Source: an optimization exercise on an open RTL-to-GDS flow (aim: small area, a short achievable clock period and few clock cycles). Production flows keep margins and buffers that such runs may drop.
Only simulation tests tie the RTL to the original design; equivalence was not proved.

==> v37 <==
Design CHIP, start of the top module:
module CHIP #(
    parameter BIT_W = 32
)(
    input               i_clk,
    input               i_rst_n,
    input  [BIT_W-1:0]  i_IMEM_data,
    output [BIT_W-1:0]  o_IMEM_addr,
    output              o_IMEM_cen,
    input               i_DMEM_stall,
    input  [BIT_W-1:0]  i_DMEM_rdata,
    output              o_DMEM_cen,
    output              o_DMEM_wen,
    output [BIT_W-1:0]  o_DMEM_addr,
    output [BIT_W-1:0]  o_DMEM_wdata
);
==> flow/config.mk <==
export PLATFORM = sky130hd
export DESIGN_NAME = CHIP
export DESIGN_NICKNAME = CHIP
export VERILOG_FILES = /design/flow/design.v
export SDC_FILE = /design/flow/constraint.sdc
export NUM_CORES = 8
export LEC_CHECK = 0
export ABC_CLOCK_PERIOD_IN_PS = 3500
export CAP_MARGIN = 20
export CORE_MARGIN = 2
export CORE_UTILIZATION = 40
export SETUP_SLACK_MARGIN = 0.5
export SLEW_MARGIN = 20
==> flow/constraint.sdc <==
create_clock -name core_clock -period 11.0 [get_ports {i_clk}]
set_input_delay 2.2000 -clock core_clock [delete_from_list [all_inputs] [get_ports {i_clk}]]
set_output_delay 2.2000 -clock core_clock [all_outputs]
set_load 0.01 [all_outputs]
standard.sh (not shown) runs the stock make flow with config.mk's settings and CLKGATE_MAP_FILE= SYNTH_SCRIPT=/design/flow/synth_recipe.tcl, a recipe that flattens the netlist after the stock synthesis.
==> flow/flow/run.sh <==
#!/bin/bash
set -uo pipefail
HERE=$(dirname "$0")
MARGIN=$(cat "$HERE/margin.txt")
RPT=orfs/reports/sky130hd/CHIP/base/6_finish.rpt

violations() {
  # prints the number of max slew / max cap violations in the finish report
  awk '/report_check_types/ {on=1} on && /VIOLATED/ {n++} /max_slew_check_slack/ {on=0} END {print n+0}' "$RPT"
}

bash standard.sh SETUP_SLACK_MARGIN="$MARGIN" finish > flow_make.log 2>&1
rc=$?
if [[ $rc -ne 0 || ! -f "$RPT" || $(violations) -ne 0 ]]; then
  mv orfs orfs_first
  rm -f out/final.def
  bash standard.sh SETUP_SLACK_MARGIN="$MARGIN" SKIP_GATE_CLONING=1 finish > flow_make_2.log 2>&1
  rc=$?

fi
exit $rc
==> flow/flow/margin.txt <==
6.75
==> v16 (differences from v37) <==
--- a/flow/design.v
+++ b/flow/design.v
@@ -26,13 +26,12 @@
     localparam [31:0] SP_RESET = 32'hbffffff0;
     localparam [31:0] GP_RESET = 32'h10008000;
     reg  [31:0] pc_f;
     reg  [31:0] ir;
     reg  [31:0] pc_d;
     reg         v_d;
-    reg  [31:0] oh1_d, oh2_d;    
     reg         v_e;
     reg  [31:0] x_e, y_e, b_e;    
     reg  [4:0]  rd_e;
     reg         e_wr;        
     reg         e_ld, e_st, e_mul, e_br, e_jalr;
     reg         e_sub;
@@ -76,30 +75,19 @@
                 5'd2:    rf_init = SP_RESET;
                 5'd3:    rf_init = GP_RESET;
                 default: rf_init = 32'd0;
             endcase
         end
     endfunction
-    function [31:0] rf_sel;
-        input [31:0] oh;
-        integer j;
-        begin
-            rf_sel = 32'd0;
-            for (j = 1; j < 32; j = j + 1)
-                rf_sel = rf_sel | ({32{oh[j]}} & rf[j]);
-        end
-    endfunction
-    wire        rf_v1  = |(oh1_d & {rf_v, 1'b1});
-    wire        rf_v2  = |(oh2_d & {rf_v, 1'b1});
-    wire [31:0] rf_rd1 = rf_v1 ? rf_sel(oh1_d) : ({32{oh1_d[2]}} & SP_RESET) | ({32{oh1_d[3]}} & GP_RESET);
-    wire [31:0] rf_rd2 = rf_v2 ? rf_sel(oh2_d) : ({32{oh2_d[2]}} & SP_RESET) | ({32{oh2_d[3]}} & GP_RESET);
+    wire [31:0] rf_rd1 = (rs1_d == 5'd0) ? 32'd0 : (rf_v[rs1_d] ? rf[rs1_d] : rf_init(rs1_d));
+    wire [31:0] rf_rd2 = (rs2_d == 5'd0) ? 32'd0 : (rf_v[rs2_d] ? rf[rs2_d] : rf_init(rs2_d));
     wire [31:0] ex_res;
     wire        ex_wr_now;           
-    wire [31:0] rs1_val = (ex_wr_now && rd_e == rs1_d) ? ex_res : rf_rd1;
-    wire [31:0] rs2_val = (ex_wr_now && rd_e == rs2_d) ? ex_res : rf_rd2;
-    wire pe_e = v_e & (e_ld | e_mul) & (rd_e != 5'd0);
+    wire [31:0] rs1_val = rf_rd1;
+    wire [31:0] rs2_val = rf_rd2;
+    wire pe_e = v_e & (e_ld | e_mul | e_wr) & (rd_e != 5'd0);
     wire pe_p = p_cen & p_ld;
     wire pe_m = m_busy | m_done;
     function busy_reg;
         input [4:0] r;
         begin
             busy_reg = (r != 5'd0) &&
@@ -148,12 +136,13 @@
                           (e_wr & port_taken));
     wire go_e = v_e & ~stall_e;
     assign ex_wr_now = go_e & e_wr;
     wire redirect_e = go_e & ((e_br & taken) | e_jalr);
     wire [31:0] target_e = e_jalr ? {sum[31:1], 1'b0} : b_e;
     wire stall_d = stall_e | hazard_d;
+    wire [31:0] link_d   = pc_d + 32'd4;
     wire [31:0] target_b = pc_d + imm_b;      
     wire [31:0] f_inst = i_IMEM_data;
     wire        f_jal  = (f_inst[6:0] == OP_JAL);
     wire [31:0] f_imm_j = {{11{f_inst[31]}}, f_inst[31], f_inst[19:12], f_inst[20], f_inst[30:21], 1'b0};
     wire [31:0] target_j = pc_f + f_imm_j;
     wire [31:0] pc_4 = pc_f + 32'd4;
@@ -170,16 +159,14 @@
                 v_d  <= 1'b1;
             end
         end
     end
     always @(posedge i_clk) begin
         if (!stall_d) begin
-            ir    <= f_inst;
-            pc_d  <= pc_f;
-            oh1_d <= 32'd1 << f_inst[19:15];
-            oh2_d <= 32'd1 << f_inst[24:20];
+            ir   <= f_inst;
+            pc_d <= pc_f;
         end
     end
     assign o_IMEM_addr = pc_f;
     assign o_IMEM_cen  = 1'b1;
     always @(posedge i_clk or negedge i_rst_n) begin
         if (!i_rst_n) begin
@@ -188,28 +175,27 @@
             if (redirect_e) v_e <= 1'b0;
             else if (!stall_e) v_e <= v_d & ~hazard_d;
         end
     end
     always @(posedge i_clk) begin
         if (!stall_e) begin
-            x_e    <= (d_auipc | d_jal) ? pc_d : rs1_val;
-            y_e    <= d_jal   ? 32'd4 :
-                      d_auipc ? imm_u :
+            x_e    <= d_auipc ? pc_d : rs1_val;
+            y_e    <= d_auipc ? imm_u :
                       d_st    ? imm_s :
                       (d_r | d_br) ? rs2_val : imm_i;
-            b_e    <= d_jalr ? pc_f : d_br ? target_b : rs2_val;
+            b_e    <= (d_jal | d_jalr) ? link_d : d_br ? target_b : rs2_val;
             rd_e   <= rd_d;
             e_wr   <= ((d_r & ~d_mul) | d_i | d_auipc | d_jal | d_jalr) & (rd_d != 5'd0);
             e_ld   <= d_ld;
             e_st   <= d_st;
             e_mul  <= d_mul;
             e_br   <= d_br;
             e_jalr <= d_jalr;
             e_sub  <= (d_r & ir[30]) | d_br | (d_i & f3_d == 3'b010);
             e_f3   <= f3_d;
-            if (d_jalr)                          e_sel <= 3'd6;
+            if (d_jal | d_jalr)                  e_sel <= 3'd6;
             else if (d_r & f3_d == 3'b111)       e_sel <= 3'd1;
             else if (d_r & f3_d == 3'b100)       e_sel <= 3'd2;
             else if (d_i & f3_d == 3'b010)       e_sel <= 3'd3;
             else if (d_i & f3_d == 3'b001)       e_sel <= 3'd4;
             else if (d_i & f3_d == 3'b101)       e_sel <= 3'd5;
             else                                 e_sel <= 3'd0;
==> flow/flow/run.sh (replaced) <==
#!/bin/bash
set -euo pipefail
MARGIN=$(cat "$(dirname "$0")/margin.txt")
bash standard.sh SETUP_SLACK_MARGIN="$MARGIN" finish > flow_make.log 2>&1
==> flow/flow/margin.txt (replaced) <==
7.0
==> comparison table <==
quantity	v16	v37
GR Util met1	0.4646	0.4577
Layout cells sized above 1	0.2092	0.1581
XOR/XNOR share of the synthesized area	0.02530	0.01926
Post-detailed-route wirelength per cell	42.52 um	41.73 um
Dpl cells	8445	8680
CP Data Required Time	11.60 ns	11.55 ns
Post-CTS resize count	522	230
Post-CTS setup repair buffer count	131	51
Max FO, Critical Path	11	33
Result of the run	complete, but fails checks	finished clean
Layout check failures	max-capacitance violations, max-slew violations	-
Floorplan die height	431.2 um	435.8 um
Net count of the mapped netlist	6430	6465
Buffers and inverters on the worst path	5	3
Testbench counts of v37, summed over its fixed seeds: cycles 76,688.
Testbench counts of v16, summed over its fixed seeds: cycles 79,174.

[static timing again, ports no longer ideal]
The flow's constraints put no driver on any port. The routed layouts listed below were extracted and timed again, unchanged, in two steps. Step 1 assumes that a clkbuf_16 drives the clock port and a buf_2 every other input. Step 2 also shifts input and output timing later by t, the mid clock arrival at the registers, as if the neighbouring blocks saw the same clock. Three values: ideal ports, drivers, drivers and shift; two values: the first two.
run	t, ns	setup WS [ns]	worst register clock-pin slew, ns
v37	0.905	6.557 / 6.557 / 5.739	0.07 / 0.07
v16	0.907	6.749 / 6.749 / 5.899	0.07 / 0.07
For v16, which loses most, drivers alone change the setup slack by 0.000 ns; drivers and shift together by -0.850 ns.
